Background: an optimization exercise with open tools, aiming at small area, a short achievable clock period and few clock cycles per item. Do not read the settings as production practice. RTL that was checked went through simulation tests only; none was proved equivalent to the original. No functional check of the RTL was part of run 7. Power figures rest on the tool's default switching activity, not on a simulated workload.

## flow/design.v

```verilog
module multiplier_1(
    input clk,
    input res_n,
    input start,
    output reg done,
    input [15:0] arg1,
    input [15:0] arg2,
    output reg [31:0] product
    );
    reg busy;                      
    reg [16:0] S, C;               
    reg [7:0] LS, LC;              
    reg [7:0] L;                   
    wire [24:0] hi = ~({S, LS} + {C, LC} + 1'b1);
    wire lc = hi[8] ^ S[0] ^ C[0];    
    wire [7:1] x = busy ? arg2[15:9] : arg2[7:1];
    wire [16:0] i0 = busy ? S : ~{1'b0, arg2[0] ? arg1 : 16'd0};
    wire [16:0] i1 = busy ? C : ~{arg2[8] ? arg1[8:0] : 9'd0, 8'd0};
    wire [6:0] e = ~(busy ? 7'd0 : arg2[8] ? arg1[15:9] : 7'd0);
    wire aci = ~(busy & lc);
    wire [15:0] pp1 = ~(x[1] ? arg1 : 16'd0);
    wire [15:0] pp2 = ~(x[2] ? arg1 : 16'd0);
    wire [15:0] pp3 = ~(x[3] ? arg1 : 16'd0);
    wire [15:0] pp4 = ~(x[4] ? arg1 : 16'd0);
    wire [15:0] pp5 = ~(x[5] ? arg1 : 16'd0);
    wire [15:0] pp6 = ~(x[6] ? arg1 : 16'd0);
    wire [15:0] pp7 = ~(x[7] ? arg1 : 16'd0);
    wire s1;
    wire c2;
    wire s3;
    wire c4;
    wire s5;
    wire c6;
    wire s7;
    wire c8;
    wire s9;
    wire c10;
    wire s11;
    wire c12;
    wire s13;
    wire c14;
    wire s15;
    wire c16;
    wire s17;
    wire c18;
    wire s19;
    wire c20;
    wire s21;
    wire c22;
    wire s23;
    wire c24;
    wire s25;
    wire c26;
    wire s27;
    wire c28;
    wire s29;
    wire c30;
    wire s31;
    wire c32;
    wire s33;
    wire c34;
    wire s35;
    wire c36;
    wire s37;
    wire c38;
    wire s39;
    wire c40;
    wire s41;
    wire c42;
    wire s43;
    wire c44;
    wire s45;
    wire c46;
    wire s47;
    wire c48;
    wire s49;
    wire c50;
    wire s51;
    wire c52;
    wire s53;
    wire c54;
    wire s55;
    wire c56;
    wire s57;
    wire c58;
    wire s59;
    wire c60;
    wire s61;
    wire c62;
    wire s63;
    wire c64;
    wire s65;
    wire c66;
    wire s67;
    wire c68;
    wire s69;
    wire c70;
    wire s71;
    wire c72;
    wire s73;
    wire c74;
    wire s75;
    wire c76;
    wire s77;
    wire c78;
    wire s79;
    wire c80;
    wire s81;
    wire c82;
    wire s83;
    wire c84;
    wire s85;
    wire c86;
    wire s87;
    wire c88;
    wire s89;
    wire c90;
    wire s91;
    wire c92;
    wire s93;
    wire c94;
    wire s95;
    wire c96;
    wire s97;
    wire c98;
    wire s99;
    wire c100;
    wire s101;
    wire c102;
    wire s103;
    wire c104;
    wire s105;
    wire c106;
    wire s107;
    wire c108;
    wire s109;
    wire c110;
    wire s111;
    wire c112;
    wire s113;
    wire c114;
    wire s115;
    wire c116;
    wire s117;
    wire c118;
    wire s119;
    wire c120;
    wire s121;
    wire c122;
    wire s123;
    wire c124;
    wire s125;
    wire c126;
    wire s127;
    wire c128;
    wire s129;
    wire c130;
    wire s131;
    wire c132;
    wire s133;
    wire c134;
    wire s135;
    wire c136;
    wire s137;
    wire c138;
    wire s139;
    wire c140;
    wire s141;
    wire c142;
    wire s143;
    wire c144;
    wire s145;
    wire c146;
    wire s147;
    wire c148;
    wire s149;
    wire c150;
    wire s151;
    wire c152;
    wire s153;
    wire c154;
    wire s155;
    wire c156;
    wire s157;
    wire c158;
    wire s159;
    wire c160;
    wire s161;
    wire c162;
    wire s163;
    wire c164;
    wire s165;
    wire c166;
    wire s167;
    wire c168;
    wire s169;
    wire c170;
    wire s171;
    wire c172;
    wire s173;
    wire c174;
    wire s175;
    wire c176;
    wire s177;
    wire c178;
    wire s179;
    wire c180;
    wire s181;
    wire c182;
    wire s183;
    wire c184;
    wire s185;
    wire c186;
    wire s187;
    wire c188;
    wire s189;
    wire c190;
    wire s191;
    wire c192;
    wire s193;
    wire c194;
    wire s195;
    wire c196;
    wire s197;
    wire c198;
    wire s199;
    wire c200;
    wire s201;
    wire c202;
    wire s203;
    wire c204;
    wire s205;
    wire c206;
    wire s207;
    wire c208;
    wire s209;
    wire c210;
    wire s211;
    wire c212;
    wire s213;
    wire c214;
    wire s215;
    wire c216;
    wire s217;
    wire c218;
    wire s219;
    wire c220;
    wire s221;
    wire c222;
    wire s223;
    wire c224;
    wire s225;
    wire c226;
    mul_fa us1 (.a(pp1[4]), .b(pp2[3]), .c(1'b1), .s(s1), .co(c2));
    mul_fa us3 (.a(pp1[5]), .b(pp2[4]), .c(pp3[3]), .s(s3), .co(c4));
    mul_fa us5 (.a(pp4[2]), .b(pp5[1]), .c(1'b1), .s(s5), .co(c6));
    mul_fa us7 (.a(pp1[6]), .b(pp2[5]), .c(pp3[4]), .s(s7), .co(c8));
    mul_fa us9 (.a(pp4[3]), .b(pp5[2]), .c(pp6[1]), .s(s9), .co(c10));
    mul_fa us11 (.a(pp7[0]), .b(i0[7]), .c(1'b1), .s(s11), .co(c12));
    mul_fa us13 (.a(pp1[7]), .b(pp2[6]), .c(pp3[5]), .s(s13), .co(c14));
    mul_fa us15 (.a(pp4[4]), .b(pp5[3]), .c(pp6[2]), .s(s15), .co(c16));
    mul_fa us17 (.a(pp7[1]), .b(i0[8]), .c(i1[8]), .s(s17), .co(c18));
    mul_fa us19 (.a(pp1[8]), .b(pp2[7]), .c(pp3[6]), .s(s19), .co(c20));
    mul_fa us21 (.a(pp4[5]), .b(pp5[4]), .c(pp6[3]), .s(s21), .co(c22));
    mul_fa us23 (.a(pp7[2]), .b(i0[9]), .c(i1[9]), .s(s23), .co(c24));
    mul_fa us25 (.a(pp1[9]), .b(pp2[8]), .c(pp3[7]), .s(s25), .co(c26));
    mul_fa us27 (.a(pp4[6]), .b(pp5[5]), .c(pp6[4]), .s(s27), .co(c28));
    mul_fa us29 (.a(pp7[3]), .b(i0[10]), .c(i1[10]), .s(s29), .co(c30));
    mul_fa us31 (.a(pp1[10]), .b(pp2[9]), .c(pp3[8]), .s(s31), .co(c32));
    mul_fa us33 (.a(pp4[7]), .b(pp5[6]), .c(pp6[5]), .s(s33), .co(c34));
    mul_fa us35 (.a(pp7[4]), .b(i0[11]), .c(i1[11]), .s(s35), .co(c36));
    mul_fa us37 (.a(pp1[11]), .b(pp2[10]), .c(pp3[9]), .s(s37), .co(c38));
    mul_fa us39 (.a(pp4[8]), .b(pp5[7]), .c(pp6[6]), .s(s39), .co(c40));
    mul_fa us41 (.a(pp7[5]), .b(i0[12]), .c(i1[12]), .s(s41), .co(c42));
    mul_fa us43 (.a(pp1[12]), .b(pp2[11]), .c(pp3[10]), .s(s43), .co(c44));
    mul_fa us45 (.a(pp4[9]), .b(pp5[8]), .c(pp6[7]), .s(s45), .co(c46));
    mul_fa us47 (.a(pp7[6]), .b(i0[13]), .c(i1[13]), .s(s47), .co(c48));
    mul_fa us49 (.a(pp1[13]), .b(pp2[12]), .c(pp3[11]), .s(s49), .co(c50));
    mul_fa us51 (.a(pp4[10]), .b(pp5[9]), .c(pp6[8]), .s(s51), .co(c52));
    mul_fa us53 (.a(pp7[7]), .b(i0[14]), .c(i1[14]), .s(s53), .co(c54));
    mul_fa us55 (.a(pp1[14]), .b(pp2[13]), .c(pp3[12]), .s(s55), .co(c56));
    mul_fa us57 (.a(pp4[11]), .b(pp5[10]), .c(pp6[9]), .s(s57), .co(c58));
    mul_fa us59 (.a(pp7[8]), .b(i0[15]), .c(i1[15]), .s(s59), .co(c60));
    mul_fa us61 (.a(pp1[15]), .b(pp2[14]), .c(pp3[13]), .s(s61), .co(c62));
    mul_fa us63 (.a(pp4[12]), .b(pp5[11]), .c(pp6[10]), .s(s63), .co(c64));
    mul_fa us65 (.a(pp7[9]), .b(i0[16]), .c(i1[16]), .s(s65), .co(c66));
    mul_fa us67 (.a(e[0]), .b(pp2[15]), .c(pp3[14]), .s(s67), .co(c68));
    mul_fa us69 (.a(pp4[13]), .b(pp5[12]), .c(pp6[11]), .s(s69), .co(c70));
    mul_fa us71 (.a(e[1]), .b(pp3[15]), .c(pp4[14]), .s(s71), .co(c72));
    mul_fa us73 (.a(pp1[2]), .b(pp2[1]), .c(1'b1), .s(s73), .co(c74));
    mul_fa us75 (.a(pp1[3]), .b(pp2[2]), .c(pp3[1]), .s(s75), .co(c76));
    mul_fa us77 (.a(pp4[0]), .b(i0[4]), .c(1'b1), .s(s77), .co(c78));
    mul_fa us79 (.a(pp3[2]), .b(pp4[1]), .c(pp5[0]), .s(s79), .co(c80));
    mul_fa us81 (.a(i0[5]), .b(i1[5]), .c(s1), .s(s81), .co(c82));
    mul_fa us83 (.a(pp6[0]), .b(i0[6]), .c(i1[6]), .s(s83), .co(c84));
    mul_fa us85 (.a(c2), .b(s5), .c(s3), .s(s85), .co(c86));
    mul_fa us87 (.a(i1[7]), .b(c6), .c(c4), .s(s87), .co(c88));
    mul_fa us89 (.a(s7), .b(s9), .c(s11), .s(s89), .co(c90));
    mul_fa us91 (.a(c8), .b(c10), .c(c12), .s(s91), .co(c92));
    mul_fa us93 (.a(s13), .b(s15), .c(s17), .s(s93), .co(c94));
    mul_fa us95 (.a(c14), .b(c16), .c(c18), .s(s95), .co(c96));
    mul_fa us97 (.a(s19), .b(s21), .c(s23), .s(s97), .co(c98));
    mul_fa us99 (.a(c20), .b(c22), .c(c24), .s(s99), .co(c100));
    mul_fa us101 (.a(s25), .b(s27), .c(s29), .s(s101), .co(c102));
    mul_fa us103 (.a(c26), .b(c28), .c(c30), .s(s103), .co(c104));
    mul_fa us105 (.a(s31), .b(s33), .c(s35), .s(s105), .co(c106));
    mul_fa us107 (.a(c32), .b(c34), .c(c36), .s(s107), .co(c108));
    mul_fa us109 (.a(s37), .b(s39), .c(s41), .s(s109), .co(c110));
    mul_fa us111 (.a(c38), .b(c40), .c(c42), .s(s111), .co(c112));
    mul_fa us113 (.a(s43), .b(s45), .c(s47), .s(s113), .co(c114));
    mul_fa us115 (.a(c44), .b(c46), .c(c48), .s(s115), .co(c116));
    mul_fa us117 (.a(s49), .b(s51), .c(s53), .s(s117), .co(c118));
    mul_fa us119 (.a(c50), .b(c52), .c(c54), .s(s119), .co(c120));
    mul_fa us121 (.a(s55), .b(s57), .c(s59), .s(s121), .co(c122));
    mul_fa us123 (.a(c56), .b(c58), .c(c60), .s(s123), .co(c124));
    mul_fa us125 (.a(s61), .b(s63), .c(s65), .s(s125), .co(c126));
    mul_fa us127 (.a(pp7[10]), .b(c62), .c(c64), .s(s127), .co(c128));
    mul_fa us129 (.a(s67), .b(c66), .c(s69), .s(s129), .co(c130));
    mul_fa us131 (.a(pp5[13]), .b(pp6[12]), .c(pp7[11]), .s(s131), .co(c132));
    mul_fa us133 (.a(c68), .b(c70), .c(s71), .s(s133), .co(c134));
    mul_fa us135 (.a(e[2]), .b(pp4[15]), .c(pp5[14]), .s(s135), .co(c136));
    mul_fa us137 (.a(pp6[13]), .b(pp7[12]), .c(c72), .s(s137), .co(c138));
    mul_fa us139 (.a(e[3]), .b(pp5[15]), .c(pp6[14]), .s(s139), .co(c140));
    mul_fa us141 (.a(pp1[1]), .b(pp2[0]), .c(1'b1), .s(s141), .co(c142));
    mul_fa us143 (.a(pp3[0]), .b(i0[3]), .c(i1[3]), .s(s143), .co(c144));
    mul_fa us145 (.a(i1[4]), .b(c74), .c(s75), .s(s145), .co(c146));
    mul_fa us147 (.a(c76), .b(c78), .c(s79), .s(s147), .co(c148));
    mul_fa us149 (.a(c80), .b(s83), .c(c82), .s(s149), .co(c150));
    mul_fa us151 (.a(c84), .b(s87), .c(c86), .s(s151), .co(c152));
    mul_fa us153 (.a(c88), .b(s91), .c(c90), .s(s153), .co(c154));
    mul_fa us155 (.a(c92), .b(s95), .c(c94), .s(s155), .co(c156));
    mul_fa us157 (.a(c96), .b(s99), .c(c98), .s(s157), .co(c158));
    mul_fa us159 (.a(c100), .b(s103), .c(c102), .s(s159), .co(c160));
    mul_fa us161 (.a(c104), .b(s107), .c(c106), .s(s161), .co(c162));
    mul_fa us163 (.a(c108), .b(s111), .c(c110), .s(s163), .co(c164));
    mul_fa us165 (.a(c112), .b(s115), .c(c114), .s(s165), .co(c166));
    mul_fa us167 (.a(c116), .b(s119), .c(c118), .s(s167), .co(c168));
    mul_fa us169 (.a(c120), .b(s123), .c(c122), .s(s169), .co(c170));
    mul_fa us171 (.a(c124), .b(s127), .c(c126), .s(s171), .co(c172));
    mul_fa us173 (.a(s131), .b(c128), .c(c130), .s(s173), .co(c174));
    mul_fa us175 (.a(c132), .b(s135), .c(c134), .s(s175), .co(c176));
    mul_fa us177 (.a(pp7[13]), .b(c136), .c(s139), .s(s177), .co(c178));
    mul_fa us179 (.a(e[4]), .b(pp6[15]), .c(pp7[14]), .s(s179), .co(c180));
    mul_fa us181 (.a(i0[0]), .b(i1[0]), .c(1'b1), .s(s181), .co(c182));
    mul_fa us183 (.a(pp1[0]), .b(i0[1]), .c(i1[1]), .s(s183), .co(c184));
    mul_fa us185 (.a(i0[2]), .b(i1[2]), .c(s141), .s(s185), .co(c186));
    mul_fa us187 (.a(c142), .b(s73), .c(s143), .s(s187), .co(c188));
    mul_fa us189 (.a(c144), .b(s77), .c(s145), .s(s189), .co(c190));
    mul_fa us191 (.a(c146), .b(s81), .c(s147), .s(s191), .co(c192));
    mul_fa us193 (.a(c148), .b(s85), .c(s149), .s(s193), .co(c194));
    mul_fa us195 (.a(s89), .b(c150), .c(s151), .s(s195), .co(c196));
    mul_fa us197 (.a(s93), .b(c152), .c(s153), .s(s197), .co(c198));
    mul_fa us199 (.a(s97), .b(c154), .c(s155), .s(s199), .co(c200));
    mul_fa us201 (.a(s101), .b(c156), .c(s157), .s(s201), .co(c202));
    mul_fa us203 (.a(s105), .b(c158), .c(s159), .s(s203), .co(c204));
    mul_fa us205 (.a(s109), .b(c160), .c(s161), .s(s205), .co(c206));
    mul_fa us207 (.a(s113), .b(c162), .c(s163), .s(s207), .co(c208));
    mul_fa us209 (.a(s117), .b(c164), .c(s165), .s(s209), .co(c210));
    mul_fa us211 (.a(s121), .b(c166), .c(s167), .s(s211), .co(c212));
    mul_fa us213 (.a(s125), .b(c168), .c(s169), .s(s213), .co(c214));
    mul_fa us215 (.a(s129), .b(c170), .c(s171), .s(s215), .co(c216));
    mul_fa us217 (.a(s133), .b(c172), .c(s173), .s(s217), .co(c218));
    mul_fa us219 (.a(s137), .b(c174), .c(s175), .s(s219), .co(c220));
    mul_fa us221 (.a(c138), .b(s177), .c(c176), .s(s221), .co(c222));
    mul_fa us223 (.a(c140), .b(s179), .c(c178), .s(s223), .co(c224));
    mul_fa us225 (.a(e[5]), .b(pp7[15]), .c(c180), .s(s225), .co(c226));
    wire [24:0] ra = {1'b1, e[6], s225, s223, s221, s219, s217, s215, s213, s211, s209, s207, s205, s203, s201, s199, s197, s195, s193, s191, s189, s187, s185, s183, s181};
    wire [24:0] rb = {1'b1, c226, c224, c222, c220, c218, c216, c214, c212, c210, c208, c206, c204, c202, c200, c198, c196, c194, c192, c190, c188, c186, c184, c182, aci};
    always @(*) product = {hi[23:0], L};
    always @(posedge clk) begin
        if (!res_n) begin
            done <= 1'b0;
            busy <= 1'b0;
        end else if (!done) begin
            if (busy) begin
                busy <= 1'b0;
                done <= 1'b1;
            end else if (start)
                busy <= 1'b1;
        end
        if (!done) begin
            S <= ra[24:8];
            C <= rb[24:8];
            LS <= ra[7:0];
            LC <= rb[7:0];
            L <= hi[7:0];
        end
    end
endmodule
module mul_fa(input a, input b, input c, output s, output co);
    assign {co, s} = a + b + c;
endmodule
```

## flow/flow/run.sh

```bash
#!/bin/bash
# The standard layout, with every port buffered by the smallest buffer
# (sky130_fd_sc_hd__buf_1) and a leaner clock tree.
set -euo pipefail
bash standard.sh BUFFER_PORTS_ARGS="-buffer_cell sky130_fd_sc_hd__buf_1" CTS_ARGS="-sink_clustering_enable -repair_clock_nets -dont_use_dummy_load -buf_list sky130_fd_sc_hd__clkbuf_8" > standard.log 2>&1
```

## flow/standard.sh

```bash
#!/bin/bash
# synth_recipe.tcl (not shown) runs the flow's synth.tcl, then flattens the netlist and writes it again
# the make line also repeats each setting of config.mk as NAME=value (left out here)
make -C /OpenROAD-flow-scripts/flow DESIGN_CONFIG=/design/flow/config.mk WORK_HOME=/design/flow/orfs CLKGATE_MAP_FILE= SYNTH_SCRIPT=/design/flow/synth_recipe.tcl "${@:-finish}"
```

## flow/config.mk

```make
export PLATFORM = sky130hd
export DESIGN_NAME = multiplier_1
export DESIGN_NICKNAME = multiplier_1
export VERILOG_FILES = /design/flow/design.v
export SDC_FILE = /design/flow/constraint.sdc
export NUM_CORES = 4
export LEC_CHECK = 0
export CAP_MARGIN = 20
export CORE_MARGIN = 2
export CORE_UTILIZATION = 55
export PLACE_DENSITY = 0.75
export SETUP_SLACK_MARGIN = 1.2
export SLEW_MARGIN = 20
export SYNTH_HIERARCHICAL = 1
```

## flow/constraint.sdc

```tcl
create_clock -name core_clock -period 5.0 [get_ports {clk}]
set_input_delay 1.0000 -clock core_clock [delete_from_list [all_inputs] [get_ports {clk}]]
set_output_delay 1.0000 -clock core_clock [all_outputs]
set_load 0.01 [all_outputs]
```

==> reports/qor.txt, run 1 <==
Slew HR: 59.30%
drt wl/cell: 20.34 um
Die W: 112.3 um
Post-Synthesis Cells: 583
type of the worst min-delay path: flip-flop to flip-flop
Post-Route WL: 15740 um
IO Port Bufs: 67
Least-Margin Pin Slew: 609.6 ps
R2R Setup Slk: 1320 ps
minimum clock period after layout: 3713 ps
core area: 11420 um2
CP cell instances: inv_1 > ha_1 > fa_1 > nand2b_1 > a211oi_2 > o2111ai_2 > a31oi_4 > nor3b_1 > a211o_1 > buf_1
die height: 112.3 um
synthesized area per cell: 11.07 um2
largest net degree at the start of global routing: 52
area grow syn2layout: 8.126%
max incr delay on CP: 410 ps
RSZ-0062 raised after global routing: yes
initial antenna violation count: 0
Final period util: 74.27%
# rows: 39
number of synthesized flops with an enable pin: 56
share of layout cells above drive strength 1: 7.765%
crit start category: flip-flop
endpoint class of the critical path: output port
Inserted Clock Buffers: 9
critical path's slowest cell: fa_1
final setup fails: 0
Synth cell types: 52
r2r worst-path depth: 7
TritonCTS clock tree: built
post-layout net count: 805
endpoints failing hold: 0
setup_tns: 0 ps
FF/Latch Area: 1722 um2
ys flop type: edfxtp_1
Via Count: 4656
Crit path arrival time: 2710 ps
HPWL after DPL: 12140 um
Reg clk slew, reported paths: 60 ps
cell area after layout: 6975 um2
commonest non-fill, non-tap cell in the layout: nand2_1
worst reg2reg startpoint: busy
global-route wire length before repair: 25360 um
commonest non-fill, non-tap cells in the layout: nand2_1, fa_1, buf_1
fraction of registers with async set/reset: 0%
drt first pass iters: 8
hold slack: 530.8 ps
filler cell count in the final layout: 935
clock skew: 17.48 ps
H-tree levels: 3
hold endpoint: busy
status: finished clean
Initial Utilization: 56.50%
Post-CTS Hold Buffers: 0
vias in the first global route: 4867
Hold Crit Depth: 2
origin of the worst min-delay path: done
placed inst area: 6785 um2
clock latency (worst-skew pair): 350 ps
synthesized area: 6451 um2
required time of the critical path: 4000 ps
gpl congestion: 0.8998
GRT Residual Overflow: 0
Initial DRC Count: 453
multi-input logic area: 4603 um2
CP Max Fanout: 4
leakage: 0.002417 uW
residual DRC count: 0
Peak Freq: 0.2693 GHz
die area: 12610 um2
sequential-to-total area share from yosys stat: 26.69%
Diodes inserted: 0
All-Layer GR Usage: 26.01%
Reg2Reg Capture Point: S[8]
vias per cell: 6.016
Max VDD drop: 0.0005489 V
Power Density: 641.9 nW/um2
maximum root-to-sink buffer count: 2
maxcap violations: 0
I/O Pins: 68
YS warnings: 7
critical path class: flip-flop to output port
Seq cells post-synth: 58
clock sink count: 58
CTS root buffer: clkbuf_8
Final Max Tran Viols: 0
Antenna Nets Post-Route: 0
[Yosys cell counts (2+ instances only)]
library cell | number | area (um2)
nand4_1 | 3 | 18.77
xnor2_1 | 14 | 122.6
o31ai_1 | 2 | 15.01
edfxtp_1 | 56 | 1682
a211oi_1 | 2 | 15.01
clkbuf_1 | 22 | 82.58
nor2b_1 | 27 | 168.9
nand2b_1 | 11 | 68.82
a211o_1 | 2 | 17.52
o2111ai_1 | 2 | 17.52
a21oi_1 | 30 | 150.1
dfxtp_1 | 2 | 40.04
o31a_1 | 2 | 17.52
a31oi_1 | 3 | 18.77
nand3_1 | 5 | 25.02
and2_1 | 2 | 12.51
nor2_1 | 15 | 56.30
inv_1 | 10 | 37.54
o211ai_1 | 2 | 15.01
o21a_1 | 3 | 22.52
fa_1 | 114 | 2282
xor2_1 | 8 | 70.07
buf_1 | 14 | 52.55
mux2_2 | 16 | 180.2
and4_1 | 2 | 17.52
a21oi_2 | 2 | 17.52
a21boi_0 | 2 | 15.01
nand2_1 | 143 | 536.8
buf_6 | 2 | 22.52
o21bai_1 | 5 | 37.54
o21ai_1 | 3 | 15.01
nor3_1 | 2 | 10.01
buf_2 | 3 | 15.01
a21o_1 | 8 | 60.06
o21ai_0 | 5 | 25.02
ha_1 | 23 | 287.8
[cells by family (layout without fill, tap and decap cells)]
| kind of cell | after synthesis | in the layout | synth area share, % |
|---|---|---|---|
| compound gates | 84 | 84 | 9.523 |
| fa+ha+maj | 137 | 137 | 39.84 |
| buf+inv | 51 | 92 | 3.258 |
| flops | 58 | 58 | 26.69 |
| other cells | 1 | 8 | 0.05813 |
| xor+xnor | 23 | 23 | 3.336 |
| mux | 16 | 16 | 2.793 |
| simple gates | 213 | 213 | 14.51 |
[what timing repair did]
item                                    4_1_cts  5_1_grt
hold endpoints to repair                      0        0
endpoints found under the setup margin        3       21
gates resized for setup                       3       11
buffers inserted                              0        1
pin swaps                                     0        1
[power by group]
| group | internal [uW] | total, uW | switching [uW] |
|---|---|---|---|
| clock | 160 | 328 | 168 |
| sequential | 872 | 1010 | 134 |
| combinational | 1320 | 3140 | 1830 |
| total | 2350 | 4480 | 2130 |
[critical path, delay by kind of cell (launching register included)]
family / cells / cell delay (ps)
DFF: 1 / 320
buffers and inverters: 2 / 160
and+or+nand+nor: 2 / 290
adders and majority gates: 2 / 620
AOI/OAI and AO/OA: 4 / 970
[cell type report]
class	count	area share (%)
Tap cell	143	2.565
Timing Repair Buffer	73	4.448
Inverter	10	0.5381
Clock buffer	9	1.776
Sequential cell	58	24.68
Multi-Input combinational cell	481	65.99
[flip-flops by register name, summed over array words and instances, names as in the netlist]
name / count
L: 8
done: 1
C: 16
LC: 8
S: 16
busy: 1
LS: 8
[per-layer routing]
metal	wire length [um]	GRT usage, %
met5	0	0
met3	1325	5.184
met4	302	8.374
met1	6286	35.10
met2	7826	43.01
[modules after synthesis, one instance, submodules excluded]
module        flops+latches  area [um2]  cells inside
multiplier_1             58        4189           470
mul_fa                    0       20.02             1
[per-stage QoR]
stage | util [%] | total power (uW) | worst slack, ps | cells
6_report | 61.09 | 4478 | 1287 | 774
4_1_cts | 60.64 | 4418 | 1219 | 773
3_3_place_gp | 59.25 | 3946 | 966.2 | 763
2_1_floorplan | - | 3230 | 1217 | 590
3_5_place_dp | 59.42 | 4068 | 834.5 | 764
5_1_grt | 61.09 | 4829 | 1161 | 774
[how the worst max path moves through the flow]
stage,from,to,slack [ps]
6_report,LS[0],product[26],1290
5_1_grt,LS[0],product[26],1160
3_3_place_gp,arg2[8],S[10],970
2_1_floorplan,arg2[0],S[7],1220
4_1_cts,arg2[8],S[10],1220
3_5_place_dp,arg2[0],S[4],830
Testbench counts, summed over its fixed seeds: cycles 568, items 192.
==> inputs of run 2 (changes only) <==
--- a/flow/config.mk
+++ b/flow/config.mk
@@ -9,6 +9,6 @@
 export CORE_MARGIN = 2
 export CORE_UTILIZATION = 55
 export PLACE_DENSITY = 0.75
-export SETUP_SLACK_MARGIN = 1.2
+export SETUP_SLACK_MARGIN = 1.4
 export SLEW_MARGIN = 20
 export SYNTH_HIERARCHICAL = 1
==> reports/qor.txt, run 2 <==
internal power: 2529 uW
crit start category: flip-flop
HPWL after DPL: 12140 um
CP endpoint: product[30]
core area: 11420 um2
Logic pwr share: 71.7%
YS warnings: 7
placed inst area: 6790 um2
Worst path depth: 11
GRT Residual Overflow: 0
CP Max Fanout: 3
critical path class: flip-flop to output port
Placed Cells: 764
Antenna Nets Post-Route: 0
Synth area leader: fa_1
global-route wire length before repair: 24430 um
Diodes inserted: 0
top cells by area, synth: fa_1, edfxtp_1, nand2_1, ha_1, mux2_2
endpoint class of the critical path: output port
H-tree levels: 3
drt first pass iters: 5
share of layout cells above drive strength 1: 14.55%
clock sink count: 58
Crit path arrival time: 2600 ps
status: finished clean
All-Layer GR Usage: 25.38%
ys flop type: edfxtp_1
setup_tns: 0 ps
die height: 112.3 um
Least-Margin Pin Slew: 606.2 ps
residual DRC count: 0
Net Sw Frac: 47.00%
Initial DRC Count: 333
Peak Freq: 0.2779 GHz
Post-Synthesis Cells: 583
most common library cells after synthesis: nand2_1, fa_1, edfxtp_1, a21oi_1, nor2b_1
Initial Utilization: 56.50%
endpoints failing hold: 0
final std cells w/o fill: 782
FF/Latch Area: 1723 um2
CP cell instances: inv_2 > ha_4 > fa_2 > nand2b_4 > a211oi_4 > o2111ai_2 > a31oi_4 > buf_6 > a221oi_2 > xor2_1 > buf_2
leakage: 0.002481 uW
cell area after layout: 7199 um2
Inserted Clock Buffers: 9
commonest non-fill, non-tap cells in the layout: nand2_1, fa_1, edfxtp_1
clock latency (worst-skew pair): 350 ps
final setup fails: 0
TritonCTS clock tree: built
critical path's slowest cell: fa_2
Reg2Reg Capture Point: S[8]
clock skew: 17.52 ps
Synth cell types: 52
Reg clk slew, reported paths: 70 ps
multi-input logic area: 4736 um2
minimum clock period after layout: 3599 ps
Power Density: 662.9 nW/um2
Slew HR: 59.52%
type of the worst min-delay path: flip-flop to flip-flop
Final Max Tran Viols: 0
Seq cells post-synth: 58
I/O Pins: 68
synthesized area: 6451 um2
R2R Setup Slk: 1520 ps
post-layout net count: 813
RSZ-0062 raised after global routing: yes
clock share of power: 6.9%
maxcap violations: 0
fraction of registers with async set/reset: 0%
filler cell count in the final layout: 919
Yosys top cell area share: 35.38%
initial antenna violation count: 0
delay-heaviest family, CP: compound AO/OA/AOI/OAI gates
Max VDD drop: 0.0007763 V
required time of the critical path: 4000 ps
max incr delay on CP: 390 ps
most common cell in the netlist: nand2_1
Flop pwr share: 21.5%
origin of the worst min-delay path: done
Bufs and invs on worst path: 3
# rows: 39
Die W: 112.3 um
Final period util: 71.97%
CTS root buffer: clkbuf_8
met1 wire length: 6262 um
synthesized area per cell: 11.07 um2
die area: 12610 um2
sequential-to-total area share from yosys stat: 26.69%
Switching Power: 2243 uW
vias per cell: 6.009
IO Port Bufs: 67
DR WL met3: 1245 um
area grow syn2layout: 11.60%
wire length on met2: 8018 um
worst reg2reg startpoint: busy
Via Count: 4699
gpl congestion: 0.8552
biggest regs: C: 16 flops, S: 16 flops
maximum root-to-sink buffer count: 2
r2r worst-path depth: 7
CP Launch Point: LC[0]
number of synthesized flops with an enable pin: 56
Highest Signal Layer: met4
Post-Route WL: 15960 um
commonest non-fill, non-tap cell in the layout: nand2_1
drt wl/cell: 20.40 um
largest net degree at the start of global routing: 45
vias in the first global route: 4786
## run 2: cell types whose count changed in the layout (fill, tap and decap cells not counted), moves of 3 or more
| cell | change |
|---|---|
| ha_1 | -10 |
| mux2_2 | +3 |
| fa_2 | +3 |
| a21oi_2 | +3 |
| a21oi_1 | -4 |
| ha_2 | +5 |
| mux2_4 | -3 |
| buf_1 | -11 |
| fa_1 | -3 |
| clkbuf_2 | +8 |
| buf_2 | +3 |
| ha_4 | +5 |
| buf_4 | +6 |
## run 2: Yosys stat by module, one instance, submodules excluded
module | copies in the design | area, um2 | flops+latches
mul_fa | 113 | 20.02 | 0
multiplier_1 | 1 | 4189 | 58
## run 2: worst min-delay path, stage by stage (launching register included)
cell	delay, ps
dfxtp_1	350
nand2_1	80
a21boi_0	70
## run 2: how the worst min path moves through the flow
stage               endpoint  slack [ps]  cells after the start
floorplan               busy         520                      2
global placement        busy         500                      2
detailed placement      busy         530                      2
CTS                     busy         540                      2
global route            busy         580                      2
finish                  busy         540                      2
## run 2: per-layer routing
layer | vias up | global-route usage (%)
met1 | 2379 | 32.75
met3 | 39 | 6.210
met5 | - | 0
li1 | 2046 | -
met4 | 0 | 9.350
met2 | 235 | 42.13
## run 2: logic make-up (layout without fill, tap and decap cells)
| kind of cell | count (synthesis) | in the layout | share of synthesized area, % |
|---|---|---|---|
| adder cells (fa/ha/maj) | 137 | 137 | 39.84 |
| AND/OR/NAND/NOR | 213 | 213 | 14.51 |
| buffers and inverters | 51 | 100 | 3.258 |
| XOR/XNOR | 23 | 23 | 3.336 |
| multiplexers | 16 | 16 | 2.793 |
| other | 1 | 8 | 0.05813 |
| AO/OA/AOI/OAI | 84 | 84 | 9.523 |
| flip-flops | 58 | 58 | 26.69 |
## run 2: power groups by stage
stage / Clock, uW / Sequential [uW] / Combinational (uW)
after floorplan: 0 / 963 / 2280
final: 328 / 1020 / 3420
after detailed placement: 0 / 1010 / 3060
after global routing: 352 / 1040 / 3750
after global placement: 0 / 1010 / 2940
after CTS: 331 / 1010 / 3180
## run 2: repair_timing
item	CTS	global route
setup buffers	2	7
setup endpoints to repair	34	36
pin swaps	4	12
resized for setup	20	38
endpoints found under the hold margin	0	0
hold buffers	0	0
## run 2: stage by stage
step	worst slack, ps	power (uW)	hold slack, ps	util [%]
2_1_floorplan	1377	3238	521.2	-
3_3_place_gp	971.7	3951	504.2	59.29
3_5_place_dp	888.3	4075	531.7	59.47
4_1_cts	1333	4518	541.2	61.41
5_1_grt	1281	5143	577.4	63.05
6_report	1401	4772	535.5	63.05
## run 2: final cells by class
class                   instances  area share (%)
multi-input cells             481           65.78
flip-flops and latches         58           23.93
repair buffers                 81           5.561
well taps                     143           2.485
clock buffers                   9           1.721
inverters                      10          0.5214
==> inputs of run 3 (changes only) <==
==> flow/config.mk (replaced) <==
export PLATFORM = sky130hd
export DESIGN_NAME = multiplier_1
export DESIGN_NICKNAME = multiplier_1
export VERILOG_FILES = /design/flow/design.v
export SDC_FILE = /design/flow/constraint.sdc
export NUM_CORES = 4
export LEC_CHECK = 0
export CAP_MARGIN = 0
export CORE_MARGIN = 2
export CORE_UTILIZATION = 55
export PLACE_DENSITY = 0.75
export SETUP_SLACK_MARGIN = 1.3
export SLEW_MARGIN = 0
export SYNTH_HIERARCHICAL = 1
==> reports/qor.txt, run 3 <==
Logic pwr share: 70.6%
max incr delay on CP: 370 ps
Post-CTS Hold Buffers: 0
H-tree levels: 3
most common library cells after synthesis: nand2_1, fa_1, edfxtp_1, a21oi_1, nor2b_1
Post-Route WL: 15200 um
GRT Residual Overflow: 0
critical path's slowest cell: fa_2
I/O Pins: 68
core area: 11420 um2
placed inst area: 6758 um2
largest net degree at the start of global routing: 57
Synth cell types: 52
hold endpoint: busy
IO Port Bufs: 67
post-layout net count: 807
Max VDD drop: 0.0006903 V
minimum clock period after layout: 3636 ps
maximum root-to-sink buffer count: 2
# rows: 39
HPWL after DPL: 11980 um
Reg clk slew, reported paths: 70 ps
final worst slack: 1364 ps
R2R Setup Slk: 1480 ps
biggest regs: C: 16 flops, S: 16 flops
maxcap violations: 0
commonest non-fill, non-tap cells in the layout: nand2_1, fa_1, buf_1
multi-input logic area: 4654 um2
internal power: 2417 uW
Final Max Tran Viols: 0
clock skew: 21.44 ps
drt wl/cell: 19.58 um
Crit path arrival time: 2640 ps
Power Density: 648.7 nW/um2
critical path class: flip-flop to output port
die area: 12610 um2
final setup fails: 0
synthesized area: 6451 um2
sequential-to-total area share from yosys stat: 26.69%
most common cell in the netlist: nand2_1
top cells by area, synth: fa_1, edfxtp_1, nand2_1, ha_1, mux2_2
Peak Freq: 0.2750 GHz
met1 wire length: 6086 um
Hold Crit Depth: 2
Inserted Clock Buffers: 9
YS warnings: 7
Synth area leader: fa_1
vias in the first global route: 4935
initial antenna violation count: 0
leakage: 0.002419 uW
worst reg2reg startpoint: busy
Seq cells post-synth: 58
gpl congestion: 0.9098
commonest non-fill, non-tap cell in the layout: nand2_1
Highest Signal Layer: met4
clock latency (worst-skew pair): 340 ps
clock share of power: 7.3%
type of the worst min-delay path: flip-flop to flip-flop
Least-Margin Pin Slew: 1176 ps
ys flop type: edfxtp_1
global-route wire length before repair: 24920 um
wire length on met2: 7520 um
Switching Power: 2152 uW
fraction of registers with async set/reset: 0%
die height: 112.3 um
r2r worst-path depth: 7
required time of the critical path: 4000 ps
CTS root buffer: clkbuf_8
FF/Latch Area: 1722 um2
origin of the worst min-delay path: done
clock sink count: 58
number of synthesized flops with an enable pin: 56
Antenna Nets Post-Route: 0
Initial Utilization: 56.50%
final core utilization: 61.68%
Bufs and invs on worst path: 2
filler cell count in the final layout: 935
vias per cell: 5.930
endpoints failing hold: 0
RSZ-0062 raised after global routing: yes
endpoint class of the critical path: output port
Post-Place Setup Slack: 880.6 ps
Post-Synthesis Cells: 583
Flop pwr share: 22.1%
status: finished clean
DR WL met3: 1160 um
CP Max Fanout: 4
overall power: 4569 uW
cell area after layout: 7043 um2
Reg2Reg Capture Point: S[8]
setup_tns: 0 ps
residual DRC count: 0
synthesized area per cell: 11.07 um2
Diodes inserted: 0
Slew HR: 21.50%
delay-heaviest family, CP: compound AO/OA/AOI/OAI gates
share of layout cells above drive strength 1: 9.795%
Via Count: 4602
TritonCTS clock tree: built
drt first pass iters: 5
CP cell instances: inv_1 > ha_2 > fa_2 > nand2b_4 > a211oi_4 > o2111ai_2 > a31oi_4 > nor3b_1 > a211o_1 > buf_1
All-Layer GR Usage: 25.43%
Initial DRC Count: 371
crit start category: flip-flop
Net Sw Frac: 47.11%
Final period util: 72.73%
Yosys top cell area share: 35.38%
Die W: 112.3 um
area grow syn2layout: 9.174%
## run 3: cell counts after synthesis
No cell type changed its count.
## run 3: per-module statistics from Yosys (local to each module, per instance)
module	times used	cells	area, um2	flops+latches
multiplier_1	1	470	4189	58
mul_fa	113	1	20.02	0
## run 3: power by group through the flow
stage               clock [uW]  sequential [uW]  combinational [uW]
floorplan                    0              963                2270
global placement             0             1010                2930
detailed placement           0             1010                3030
CTS                        333             1010                3120
global route               348             1030                3570
finish                     333             1010                3220
## run 3: how the worst max path moves through the flow
stage	startpoint	end	slack (ps)	cells past startpoint
floorplan	arg2[12]	S[6]	1310	7
global placement	arg2[8]	S[10]	980	7
detailed placement	arg2[8]	S[10]	880	7
CTS	S[0]	product[26]	1280	8
global route	S[0]	product[26]	1230	8
finish	LS[0]	product[26]	1360	10
## run 3: area by class of cell
type                       count  share of cell area [%]
multi-input combinational    481                   66.09
sequential                    58                   24.44
timing repair buffer          75                   4.637
tap                          143                   2.540
clock buffer                   9                   1.759
inverter                      10                  0.5330
## run 3: metrics by stage
| stage | std cells | hold WS [ps] |
|---|---|---|
| after CTS | 773 | 545.3 |
| after global routing | 776 | 586.3 |
| after floorplan | 590 | 521.2 |
| after global placement | 762 | 499.9 |
| after detailed placement | 762 | 535.0 |
| final | 776 | 539.6 |
## run 3: cells by family after synthesis
| family | synth area share [%] |
|---|---|
| simple gates | 14.51 |
| fa+ha+maj | 39.84 |
| compound gates | 9.523 |
| flops | 26.69 |
| buf+inv | 3.258 |
| xor+xnor | 3.336 |
| mux | 2.793 |
| other cells | 0.05813 |
## run 3: worst register-to-register path, stage by stage (launching register included)
cell and delay, ps:
dfxtp_1 520, buf_8 320, mux2_4 440, nand2_1 130, fa_1 460, fa_1 450
fa_1 510, fa_1 410
## run 3: metal layers
metal | track usage, % | vias up
met5 | 0 | -
met4 | 10.89 | 0
met3 | 5.940 | 46
met2 | 41.08 | 211
met1 | 33.36 | 2314
li1 | - | 2031
## run 3: what timing repair did
item | CTS | global route
resized for setup | 10 | 21
buffers inserted | 2 | 3
endpoints found under the setup margin | 15 | 28
pin swaps | 3 | 7
==> inputs of run 4 (changes only) <==
--- a/flow/config.mk
+++ b/flow/config.mk
@@ -5,10 +5,12 @@
 export SDC_FILE = /design/flow/constraint.sdc
 export NUM_CORES = 4
 export LEC_CHECK = 0
-export CAP_MARGIN = 0
+export CAP_MARGIN = 20
+export CELL_PAD_IN_SITES_DETAIL_PLACEMENT = 0
+export CELL_PAD_IN_SITES_GLOBAL_PLACEMENT = 0
 export CORE_MARGIN = 2
 export CORE_UTILIZATION = 55
 export PLACE_DENSITY = 0.75
 export SETUP_SLACK_MARGIN = 1.3
-export SLEW_MARGIN = 0
+export SLEW_MARGIN = 20
 export SYNTH_HIERARCHICAL = 1
==> reports/qor.txt, run 4 <==
Synth area leader: fa_1
Slew HR: 36.94%
# rows: 39
Initial DRC Count: 372
Reg clk slew, reported paths: 70 ps
Yosys top cell area share: 35.38%
maximum root-to-sink buffer count: 2
YS warnings: 7
max incr delay on CP: 370 ps
Seq cells post-synth: 58
Reg2Reg Capture Point: S[8]
global-route wire length before repair: 24920 um
critical path's slowest cell: fa_2
post-layout net count: 807
type of the worst min-delay path: flip-flop to flip-flop
TritonCTS clock tree: built
most common library cells after synthesis: nand2_1, fa_1, edfxtp_1, a21oi_1, nor2b_1
CP Launch Point: LS[0]
residual DRC count: 0
Inserted Clock Buffers: 9
H-tree levels: 3
setup_tns: 0 ps
drt wl/cell: 19.57 um
Final period util: 72.65%
initial antenna violation count: 0
final worst slack: 1367 ps
die area: 12610 um2
number of synthesized flops with an enable pin: 56
HPWL after DPL: 11980 um
CTS root buffer: clkbuf_8
endpoints failing hold: 0
Initial Utilization: 56.50%
required time of the critical path: 4000 ps
Crit path arrival time: 2630 ps
Via Count: 4594
Final Max Tran Viols: 0
fraction of registers with async set/reset: 0%
final setup fails: 0
Post-Route WL: 15180 um
synthesized area per cell: 11.07 um2
status: finished clean
commonest non-fill, non-tap cells in the layout: nand2_1, fa_1, buf_1
I/O Pins: 68
gpl congestion: 0.9098
commonest non-fill, non-tap cell in the layout: nand2_1
ys flop type: edfxtp_1
Hold Crit Depth: 2
critical path class: flip-flop to output port
Post-Synthesis Cells: 583
RSZ-0062 raised after global routing: yes
final core utilization: 61.69%
Die W: 112.3 um
Antenna Nets Post-Route: 0
minimum clock period after layout: 3633 ps
Power Density: 648.5 nW/um2
largest net degree at the start of global routing: 57
GRT Residual Overflow: 0
R2R Setup Slk: 1480 ps
hold slack: 542.7 ps
Diodes inserted: 0
IO Port Bufs: 67
vias per cell: 5.920
endpoint class of the critical path: output port
sequential-to-total area share from yosys stat: 26.69%
CP endpoint: product[26]
clock sink count: 58
Post-Place Setup Slack: 880.6 ps
r2r worst-path depth: 7
most common cell in the netlist: nand2_1
vias in the first global route: 4935
clock latency (worst-skew pair): 340 ps
Peak Freq: 0.2753 GHz
leakage: 0.002419 uW
filler cell count in the final layout: 934
synthesized area: 6451 um2
All-Layer GR Usage: 25.43%
biggest regs: C: 16 flops, S: 16 flops
Synth cell types: 52
worst reg2reg startpoint: busy
Least-Margin Pin Slew: 944.8 ps
top cells by area, synth: fa_1, edfxtp_1, nand2_1, ha_1, mux2_2
CP Max Fanout: 4
area grow syn2layout: 9.193%
share of layout cells above drive strength 1: 9.795%
core area: 11420 um2
clock skew: 21.26 ps
die height: 112.3 um
maxcap violations: 0
crit start category: flip-flop
Post-CTS Hold Buffers: 0
CP cell instances: inv_1 > ha_2 > fa_2 > nand2b_4 > a211oi_4 > o2111ai_2 > a31oi_4 > nor3b_1 > a211o_1 > buf_1
Max VDD drop: 0.0006904 V
drt first pass iters: 5
run 4: cell count changes in the layout (fill, tap and decap cells not counted), sizes merged:
cell / change
clkinv: +1
inv: -1
run 4: per-module statistics from Yosys (local to each module, per instance):
module,times used,cell area [um2],cells,flops+latches
multiplier_1,1,4189,470,58
mul_fa,113,20.02,1,0
run 4: worst min path at each step:
stage,from,end
5_1_grt,done,busy
4_1_cts,done,busy
3_5_place_dp,done,busy
3_3_place_gp,done,busy
2_1_floorplan,done,busy
6_report,done,busy
run 4: area by class of cell:
class | count | area (um2) | area share, %
sequential | 58 | 1722 | 24.44
clock buffer | 9 | 123.9 | 1.758
multi-input combinational | 481 | 4654 | 66.07
timing repair buffer | 75 | 326.6 | 4.636
inverter | 10 | 38.79 | 0.5506
tap | 143 | 178.9 | 2.540
run 4: repair_timing:
item                                    in CTS  in global routing
hold endpoints to repair                     0                  0
setup buffers                                2                  3
gates cloned                                 0                  0
resized for setup                           10                 21
pin swaps                                    3                  7
endpoints found under the setup margin      15                 28
run 4: power by group:
group / total (uW) / switching [uW] / internal, uW
clock network: 331 / 172 / 160
logic: 3220 / 1840 / 1380
registers: 1010 / 139 / 873
run 4: cell families after synthesis:
kind of cell / count (synthesis) / share of synthesized area (%)
flops: 58 / 26.69
simple gates: 213 / 14.51
xor+xnor: 23 / 3.336
buf+inv: 51 / 3.258
mux: 16 / 2.793
other cells: 1 / 0.05813
compound gates: 84 / 9.523
fa+ha+maj: 137 / 39.84
run 4: worst max-delay path, delay by kind of cell, from the launching register on:
kind,cells,cell delay [ps]
flops,1,320
simple gates,2,250
fa+ha+maj,2,560
compound gates,4,980
buf+inv,2,170
run 4: routing by layer:
| layer | global-route usage [%] | wire length (um) | share of wire (%) | vias up |
|---|---|---|---|---|
| met2 | 41.08 | 7519 | 50 | 210 |
| li1 | - | - | - | 2032 |
| met4 | 10.89 | 421 | 2.8 | 0 |
| met3 | 5.940 | 1168 | 7.7 | 43 |
| met5 | 0 | 0 | 0 | - |
| met1 | 33.36 | 6074 | 40 | 2309 |
run 4: metrics by stage:
stage               cells  total power, uW  instance area (um2)
floorplan             590             3232                 6492
global placement      762             3942                 6758
finish                776             4568                 7044
global route          776             4953                 7044
detailed placement    762             4048                 6758
CTS                   773             4459                 6945
==> inputs of run 5 (changes only) <==
--- a/flow/config.mk
+++ b/flow/config.mk
@@ -6,8 +6,6 @@
 export NUM_CORES = 4
 export LEC_CHECK = 0
 export CAP_MARGIN = 20
-export CELL_PAD_IN_SITES_DETAIL_PLACEMENT = 0
-export CELL_PAD_IN_SITES_GLOBAL_PLACEMENT = 0
 export CORE_MARGIN = 2
 export CORE_UTILIZATION = 55
 export PLACE_DENSITY = 0.75
==> reports/qor.txt, run 5 <==
core area: 11420 um2
share of layout cells above drive strength 1: 9.795%
clock sink count: 58
Inserted Clock Buffers: 9
# rows: 39
clock latency (worst-skew pair): 340 ps
top cells by area, synth: fa_1, edfxtp_1, nand2_1, ha_1, mux2_2
commonest non-fill, non-tap cell in the layout: nand2_1
die height: 112.3 um
HPWL after DPL: 11980 um
I/O Pins: 68
final setup fails: 0
Synth area leader: fa_1
largest net degree at the start of global routing: 57
Reg clk slew, reported paths: 70 ps
Post-Place Setup Slack: 880.6 ps
leakage: 0.002419 uW
Switching Power: 2151 uW
Die W: 112.3 um
status: finished clean
Yosys top cell area share: 35.38%
vias in the first global route: 4935
RSZ-0062 raised after global routing: yes
Final Max Tran Viols: 0
H-tree levels: 3
worst reg2reg startpoint: busy
final worst slack: 1367 ps
drt first pass iters: 5
Power Density: 648.5 nW/um2
minimum clock period after layout: 3633 ps
synthesized area: 6451 um2
initial antenna violation count: 0
required time of the critical path: 4000 ps
Net Sw Frac: 47.09%
sequential-to-total area share from yosys stat: 26.69%
Final period util: 72.65%
post-layout net count: 807
hold slack: 542.7 ps
Logic pwr share: 70.6%
most common cell in the netlist: nand2_1
maximum root-to-sink buffer count: 2
final core utilization: 61.69%
commonest non-fill, non-tap cells in the layout: nand2_1, fa_1, buf_1
ys flop type: edfxtp_1
All-Layer GR Usage: 25.43%
biggest regs: C: 16 flops, S: 16 flops
CTS root buffer: clkbuf_8
gpl congestion: 0.9098
clock share of power: 7.3%
Synth cell types: 52
Antenna Nets Post-Route: 0
Via Count: 4594
YS warnings: 7
filler cell count in the final layout: 934
Diodes inserted: 0
Max VDD drop: 0.0006904 V
GRT Residual Overflow: 0
number of synthesized flops with an enable pin: 56
TritonCTS clock tree: built
critical path class: flip-flop to output port
CP Launch Point: LS[0]
Post-CTS Hold Buffers: 0
residual DRC count: 0
origin of the worst min-delay path: done
crit start category: flip-flop
Peak Freq: 0.2753 GHz
Least-Margin Pin Slew: 944.8 ps
Flop pwr share: 22.2%
internal power: 2417 uW
fraction of registers with async set/reset: 0%
Slew HR: 36.94%
setup_tns: 0 ps
global-route wire length before repair: 24920 um
most common library cells after synthesis: nand2_1, fa_1, edfxtp_1, a21oi_1, nor2b_1
maxcap violations: 0
Post-Synthesis Cells: 583
vias per cell: 5.920
endpoints failing hold: 0
clock skew: 21.26 ps
Seq cells post-synth: 58
die area: 12610 um2
IO Port Bufs: 67
area grow syn2layout: 9.193%
synthesized area per cell: 11.07 um2
drt wl/cell: 19.57 um
Initial Utilization: 56.50%
Crit path arrival time: 2630 ps
Initial DRC Count: 372
CP Max Fanout: 4
endpoint class of the critical path: output port
type of the worst min-delay path: flip-flop to flip-flop
overall power: 4568 uW
Post-Route WL: 15180 um
==> run 5: stage by stage <==
| stage | cells | area [um2] |
|---|---|---|
| after floorplan | 590 | 6492 |
| after global placement | 762 | 6758 |
| after detailed placement | 762 | 6758 |
| after CTS | 773 | 6945 |
| after global routing | 776 | 7044 |
| final | 776 | 7044 |
==> run 5: per-module statistics from Yosys (local to each module, per instance) <==
module / cells / flip-flops and latches / times used
mul_fa: 1 / 0 / 113
multiplier_1: 470 / 58 / 1
==> run 5: critical path: stages (launching register included) <==
cell       delay (ps)
edfxtp_1          320
inv_1              40
ha_2              190
fa_2              370
nand2b_4          170
a211oi_4          230
o2111ai_2         170
a31oi_4           300
nor3b_1            80
a211o_1           280
buf_1             130
==> run 5: kinds of logic after synthesis <==
family,after synthesis,synth area share [%]
other,1,0.05813
XOR/XNOR,23,3.336
multiplexers,16,2.793
AND/OR/NAND/NOR,213,14.51
buffers and inverters,51,3.258
adder cells (fa/ha/maj),137,39.84
flip-flops,58,26.69
AO/OA/AOI/OAI,84,9.523
==> run 5: path summary, 6_finish.rpt <==
check | to | slack [ps] | depth (start not counted)
max | product[26] | 1370 | 10
min | busy | 540 | 2
max reg2reg | S[8] | 1480 | 7
min reg2reg | busy | 540 | 2
==> run 5: layout make-up <==
type                    instances  area [um2]  area share (%)
clock buffers                   9       123.9           1.758
well taps                     143       178.9           2.540
flip-flops and latches         58        1722           24.44
inverters                      10       38.79          0.5506
multi-input cells             481        4654           66.07
repair buffers                 75       326.6           4.636
==> run 5: what timing repair did <==
action / 4_1_cts / 5_1_grt
setup endpoints to repair: 15 / 28
setup buffers: 2 / 3
resized for setup: 10 / 21
pin swaps: 3 / 7
gates cloned: 0 / 0
==> run 5: power by group through the flow <==
stage | logic (uW) | clock network, uW | registers, uW
floorplan | 2270 | 0 | 963
global placement | 2930 | 0 | 1010
detailed placement | 3030 | 0 | 1010
CTS | 3120 | 333 | 1010
global route | 3570 | 348 | 1030
finish | 3220 | 331 | 1010
==> run 5: layer usage <==
layer	up-vias	share of wire, %	track usage, %
li1	2032	-	-
met1	2309	40	33.36
met2	210	50	41.08
met3	43	7.7	5.940
met4	0	2.8	10.89
met5	-	0	0
==> inputs of run 6 (changes only) <==
==> flow/flow/run.sh (replaced) <==
#!/bin/bash
# The standard layout, with every port buffered by the smallest buffer
# (sky130_fd_sc_hd__buf_1) and a leaner clock tree.
set -euo pipefail
bash standard.sh BUFFER_PORTS_ARGS="-buffer_cell sky130_fd_sc_hd__buf_1" CTS_ARGS="-sink_clustering_enable -repair_clock_nets -dont_use_dummy_load -buf_list sky130_fd_sc_hd__clkbuf_8 -sink_clustering_size 30 -sink_clustering_max_diameter 80" > standard.log 2>&1
==> reports/qor.txt, run 6 <==
critical path class: flip-flop to output port
sequential-to-total area share from yosys stat: 26.69%
r2r worst-path depth: 7
Reg clk slew, reported paths: 70 ps
clock latency (worst-skew pair): 340 ps
critical path's slowest cell: fa_2
Synth cell types: 52
crit start category: flip-flop
area grow syn2layout: 9.193%
endpoint class of the critical path: output port
All-Layer GR Usage: 25.43%
Inserted Clock Buffers: 9
Synth area leader: fa_1
type of the worst min-delay path: flip-flop to flip-flop
HPWL after DPL: 11980 um
Crit path arrival time: 2630 ps
met1 Use GR: 33.36%
largest net degree at the start of global routing: 57
drt first pass iters: 5
post-layout net count: 807
commonest non-fill, non-tap cells in the layout: nand2_1, fa_1, buf_1
Die W: 112.3 um
Peak Freq: 0.2753 GHz
Max VDD drop: 0.0006904 V
CP Launch Point: LS[0]
Power Density: 648.5 nW/um2
synthesized area: 6451 um2
Diodes inserted: 0
maximum root-to-sink buffer count: 2
die area: 12610 um2
vias in the first global route: 4935
Post-Route WL: 15180 um
die height: 112.3 um
grt met2 use: 41.08%
RSZ-0062 raised after global routing: yes
setup_tns: 0 ps
top cells by area, synth: fa_1, edfxtp_1, nand2_1, ha_1, mux2_2
vias per cell: 5.920
I/O Pins: 68
residual DRC count: 0
minimum clock period after layout: 3633 ps
Reg2Reg Capture Point: S[8]
core area: 11420 um2
Via Count: 4594
clock sink count: 58
TritonCTS clock tree: built
clock skew: 21.26 ps
leakage: 0.002419 uW
maxcap violations: 0
share of layout cells above drive strength 1: 9.795%
CP cell instances: inv_1 > ha_2 > fa_2 > nand2b_4 > a211oi_4 > o2111ai_2 > a31oi_4 > nor3b_1 > a211o_1 > buf_1
status: finished clean
CTS root buffer: clkbuf_8
final core utilization: 61.69%
global-route wire length before repair: 24920 um
most common library cells after synthesis: nand2_1, fa_1, edfxtp_1, a21oi_1, nor2b_1
Post-CTS Hold Buffers: 0
most used routing layer: met2
Yosys top cell area share: 35.38%
initial antenna violation count: 0
worst reg2reg startpoint: busy
drt wl/cell: 19.57 um
Initial Utilization: 56.50%
GRT Residual Overflow: 0
final setup fails: 0
Antenna Nets Post-Route: 0
Slew HR: 36.94%
IO Port Bufs: 67
H-tree levels: 3
# rows: 39
R2R Setup Slk: 1480 ps
required time of the critical path: 4000 ps
YS warnings: 7
ys flop type: edfxtp_1
Placed Cells: 762
CP Max Fanout: 4
final std cells w/o fill: 776
Seq cells post-synth: 58
endpoints failing hold: 0
Initial DRC Count: 372
GR Util met3: 5.940%
Final Max Tran Viols: 0
CP endpoint: product[26]
synthesized area per cell: 11.07 um2
Least-Margin Pin Slew: 944.8 ps
Post-Synthesis Cells: 583
max incr delay on CP: 370 ps
gpl congestion: 0.9098
number of synthesized flops with an enable pin: 56
commonest non-fill, non-tap cell in the layout: nand2_1
most common cell in the netlist: nand2_1
biggest regs: C: 16 flops, S: 16 flops
Final period util: 72.65%
fraction of registers with async set/reset: 0%
-- run 6: cell counts after synthesis --
No cell type changed its count.
-- run 6: repair_timing --
action                                  in CTS  in global routing
buffers inserted                             2                  3
endpoints found under the hold margin        0                  0
pin swaps                                    3                  7
endpoints found under the setup margin      15                 28
gates resized for setup                     10                 21
-- run 6: metrics by stage --
step / hold WS (ps) / setup WS [ps] / power, uW / cell area, um2
finish: 542.7 / 1367 / 4568 / 7044
global route: 589.4 / 1226 / 4953 / 7044
CTS: 545.3 / 1282 / 4459 / 6945
detailed placement: 535.0 / 880.6 / 4048 / 6758
global placement: 499.9 / 981.3 / 3942 / 6758
floorplan: 521.2 / 1306 / 3232 / 6492
-- run 6: metal layers --
layer / vias to the layer above / wire, um
li1: 2032 / -
met1: 2309 / 6074
met2: 210 / 7519
met3: 43 / 1168
met4: 0 / 421
met5: - / 0
-- run 6: power breakdown --
part / internal, uW / switching [uW] / total, uW
logic: 1380 / 1840 / 3220
registers: 873 / 139 / 1010
clock network: 160 / 172 / 331
total: 2420 / 2150 / 4570
-- run 6: kinds of logic after synthesis --
group                      share of synthesized area (%)
and+or+nand+nor                                    14.51
other                                            0.05813
xor gates and xnor gates                           3.336
adders and majority gates                          39.84
AOI/OAI and AO/OA                                  9.523
buffers and inverters                              3.258
muxes                                              2.793
DFF                                                26.69
-- run 6: cell type report --
type,instances,area [um2]
multi-input cells,481,4654
fillers,934,4374
clock buffers,9,123.9
well taps,143,178.9
repair buffers,75,326.6
inverters,10,38.79
flip-flops and latches,58,1722
-- run 6: Yosys stat by module, one instance, submodules excluded --
module	cells inside	cell area, um2	copies in the design
multiplier_1	470	4189	1
mul_fa	1	20.02	113
-- run 6: worst min path at each step --
stage	startpoint	to	cells past startpoint
after floorplan	done	busy	2
after global placement	done	busy	2
after detailed placement	done	busy	2
after CTS	done	busy	2
after global routing	done	busy	2
final	done	busy	2
-- run 6: worst max-delay path, delay by kind of cell, from the launching register on --
kind            cells  cell delay, ps
fa+ha+maj           2             560
buf+inv             2             170
compound gates      4             980
flops               1             320
simple gates        2             250
==> inputs of run 7 (changes only) <==
--- a/flow/design.v
+++ b/flow/design.v
@@ -11,7 +11,10 @@
     reg [16:0] S, C;               
     reg [7:0] LS, LC;              
     reg [7:0] L;                   
-    wire [24:0] hi = ~({S, LS} + {C, LC} + 1'b1);
+    wire [24:0] hp, hg, hc;
+    mul_pg #(25) upg (.a({S, LS}), .b({C, LC}), .p(hp), .g(hg));
+    mul_pfx #(25) upfx (.p(hp), .g(hg), .c(hc));
+    wire [24:0] hi = ~(hp ^ hc);
     wire lc = hi[8] ^ S[0] ^ C[0];    
     wire [7:1] x = busy ? arg2[15:9] : arg2[7:1];
     wire [16:0] i0 = busy ? S : ~{1'b0, arg2[0] ? arg1 : 16'd0};
@@ -387,6 +390,32 @@
         end
     end
 endmodule
+module mul_pg #(parameter N = 8) (input [N-1:0] a, input [N-1:0] b, output [N-1:0] p, output [N-1:0] g);
+    assign p = a ^ b;
+    assign g = {a[N-1:1] & b[N-1:1], a[0] | b[0]};
+endmodule
+module mul_pfx #(parameter N = 8) (input [N-1:0] p, input [N-1:0] g, output [N-1:0] c);
+    localparam L = $clog2(N);
+    wire [N-1:0] gg [0:L];
+    wire [N-1:0] pp [0:L];
+    assign gg[0] = g;
+    assign pp[0] = {p[N-1:1], 1'b0};
+    genvar k, i;
+    generate
+        for (k = 0; k < L; k = k + 1) begin : lvl
+            for (i = 0; i < N; i = i + 1) begin : bt
+                if (i >= (1 << k)) begin : op
+                    assign gg[k+1][i] = gg[k][i] | (pp[k][i] & gg[k][i - (1 << k)]);
+                    assign pp[k+1][i] = pp[k][i] & pp[k][i - (1 << k)];
+                end else begin : thru
+                    assign gg[k+1][i] = gg[k][i];
+                    assign pp[k+1][i] = pp[k][i];
+                end
+            end
+        end
+    endgenerate
+    assign c = {gg[L][N-2:0], 1'b1};
+endmodule
 module mul_fa(input a, input b, input c, output s, output co);
     assign {co, s} = a + b + c;
 endmodule
==> flow/flow/run.sh (replaced) <==
#!/bin/bash
# The standard layout, with every port buffered by the smallest buffer
# (sky130_fd_sc_hd__buf_1) and a leaner clock tree.
set -euo pipefail
bash standard.sh BUFFER_PORTS_ARGS="-buffer_cell sky130_fd_sc_hd__buf_1" CTS_ARGS="-sink_clustering_enable -repair_clock_nets -dont_use_dummy_load -buf_list sky130_fd_sc_hd__clkbuf_8" > standard.log 2>&1
==> reports/qor.txt, run 7 <==
leakage: 0.002379 uW
Post-Route WL: 14830 um
initial antenna violation count: 0
Inserted Clock Buffers: 9
CTS root buffer: clkbuf_8
# rows: 38
core area: 10840 um2
All-Layer GR Usage: 26.94%
Diodes inserted: 0
Slew HR: 62.92%
Reg2Reg Capture Point: S[0]
YS warnings: 8
Reg clk slew, reported paths: 70 ps
status: finished clean
Die W: 109.2 um
cell area after layout: 6740 um2
final core utilization: 62.18%
gpl congestion: 0.9132
final std cells w/o fill: 720
clock sink count: 58
CP endpoint: product[25]
Max VDD drop: 0.0004075 V
vias per cell: 5.835
drt first pass iters: 5
Antenna Nets Post-Route: 0
DR WL met3: 1115 um
CP Launch Point: S[1]
die area: 11920 um2
commonest non-fill, non-tap cell in the layout: nand2_1
share of layout cells above drive strength 1: 12.07%
Placed Cells: 700
Final Max Tran Viols: 0
Initial DRC Count: 346
Via Count: 4201
final setup fails: 0
commonest non-fill, non-tap cells in the layout: nand2_1, fa_1, buf_1
clock latency (worst-skew pair): 340 ps
Initial Utilization: 56.15%
Crit path arrival time: 2760 ps
filler cell count in the final layout: 881
biggest regs: C: 16 flops, S: 16 flops
type of the worst min-delay path: flip-flop to flip-flop
area grow syn2layout: 10.73%
worst reg2reg startpoint: busy
vias in the first global route: 4533
endpoints failing hold: 0
minimum clock period after layout: 3755 ps
crit start category: flip-flop
synthesized area: 6087 um2
post-layout net count: 754
Peak Freq: 0.2663 GHz
Post-Synthesis Cells: 517
R2R Setup Slk: 1440 ps
CP Max Fanout: 4
drt wl/cell: 20.60 um
residual DRC count: 0
synthesized area per cell: 11.77 um2
HPWL after DPL: 11100 um
global-route wire length before repair: 23160 um
wire length on met2: 7717 um
RSZ-0062 raised after global routing: yes
required time of the critical path: 4000 ps
H-tree levels: 3
GRT Residual Overflow: 0
largest net degree at the start of global routing: 43
placed inst area: 6380 um2
r2r worst-path depth: 7
IO Port Bufs: 67
TritonCTS clock tree: built
Power Density: 620.5 nW/um2
hold slack: 516.0 ps
met1 wire length: 5476 um
endpoint class of the critical path: output port
maxcap violations: 0
die height: 109.2 um
Final period util: 75.11%
I/O Pins: 68
Highest Signal Layer: met4
clock skew: 32.49 ps
critical path class: flip-flop to output port
Least-Margin Pin Slew: 556.1 ps
maximum root-to-sink buffer count: 2
setup_tns: 0 ps
run 7: power by group:
part	internal, uW	switching [uW]	leakage (uW)
logic	1320	1510	0.00175
clock network	160	175	0.0000647
registers	878	138	0.000567
run 7: repair_timing:
item                                    4_1_cts  5_1_grt
hold endpoints to repair                      0        0
gates resized for setup                      20       11
hold buffers                                  0        0
pin swaps                                    18        4
gates cloned                                  0        0
setup buffers                                 9        2
endpoints found under the setup margin       22       19
run 7: final cells by class:
cell class                      count  area (um2)  share of cell area [%]
Inverter                            4       15.01                  0.2228
Clock buffer                        9       123.9                   1.838
Timing Repair Buffer               82       382.9                   5.680
Multi-Input combinational cell    427        4322                   64.12
Sequential cell                    58        1722                   25.54
Tap cell                          140       175.2                   2.599
run 7: worst min-delay path by stage:
stage / from / to / cells past startpoint
final: done / busy / 2
after global routing: done / busy / 2
after CTS: done / busy / 2
after detailed placement: done / busy / 2
after global placement: done / busy / 2
after floorplan: done / busy / 2
run 7: worst max-delay path: stages (launching register included):
cell and delay, ps:
edfxtp_1 460, ha_4 260, and4_1 220, a221o_1 340
o21ai_4 270, o21ai_2 90, o31a_1 310, a21o_1 170
xnor2_1 130, buf_2 150
run 7: layer usage:
layer / vias up / GRT usage, %
met1: 2120 / 33.70
met2: 230 / 46.63
met4: 0 / 11.21
li1: 1809 / -
met5: - / 0
met3: 42 / 4.483
run 7: through the flow:
step	setup WS (ps)	power [uW]
finish	1245	4183
global route	1105	4525
CTS	1231	4105
detailed placement	843.4	3512
global placement	888.2	3372
floorplan	1305	2763

==> port drivers added, routing unchanged <==
The flow's constraints put no driver on any port. The routed layouts listed below were extracted and timed again, unchanged, in two steps.
Step 1 sets driving cells, clkbuf_16 on the clock port and buf_2 on the other inputs (assumed; they add their load-dependent delay and slew).
Step 2 also shifts input and output timing later by t, the mid clock arrival at the registers, as if the neighbouring blocks saw the same clock.
Slacks: no drivers / after step 1 / after step 2; pairs: no drivers / after step 1.
run	t (ns)	setup slack, ns	worst setup path after step 2	clock arrival spread, ns	worst data-port slew with drivers (ns)
run 1	0.370	1.287 / 1.255 / 0.975	input to register	0.017 / 0.018	0.03
run 2	0.374	1.401 / 1.369 / 1.114	input to register	0.018 / 0.018	0.03
run 3	0.365	1.364 / 1.332 / 1.030	input to register	0.021 / 0.022	0.04
run 4	0.361	1.367 / 1.336 / 1.026	input to register	0.022 / 0.021	0.04
run 5	0.361	1.367 / 1.336 / 1.026	input to register	0.022 / 0.021	0.04
run 6	0.361	1.367 / 1.336 / 1.026	input to register	0.022 / 0.021	0.04
run 7	0.360	1.245 / 1.209 / 1.003	input to register	0.032 / 0.032	0.03
After both steps every run listed still meets setup and hold.
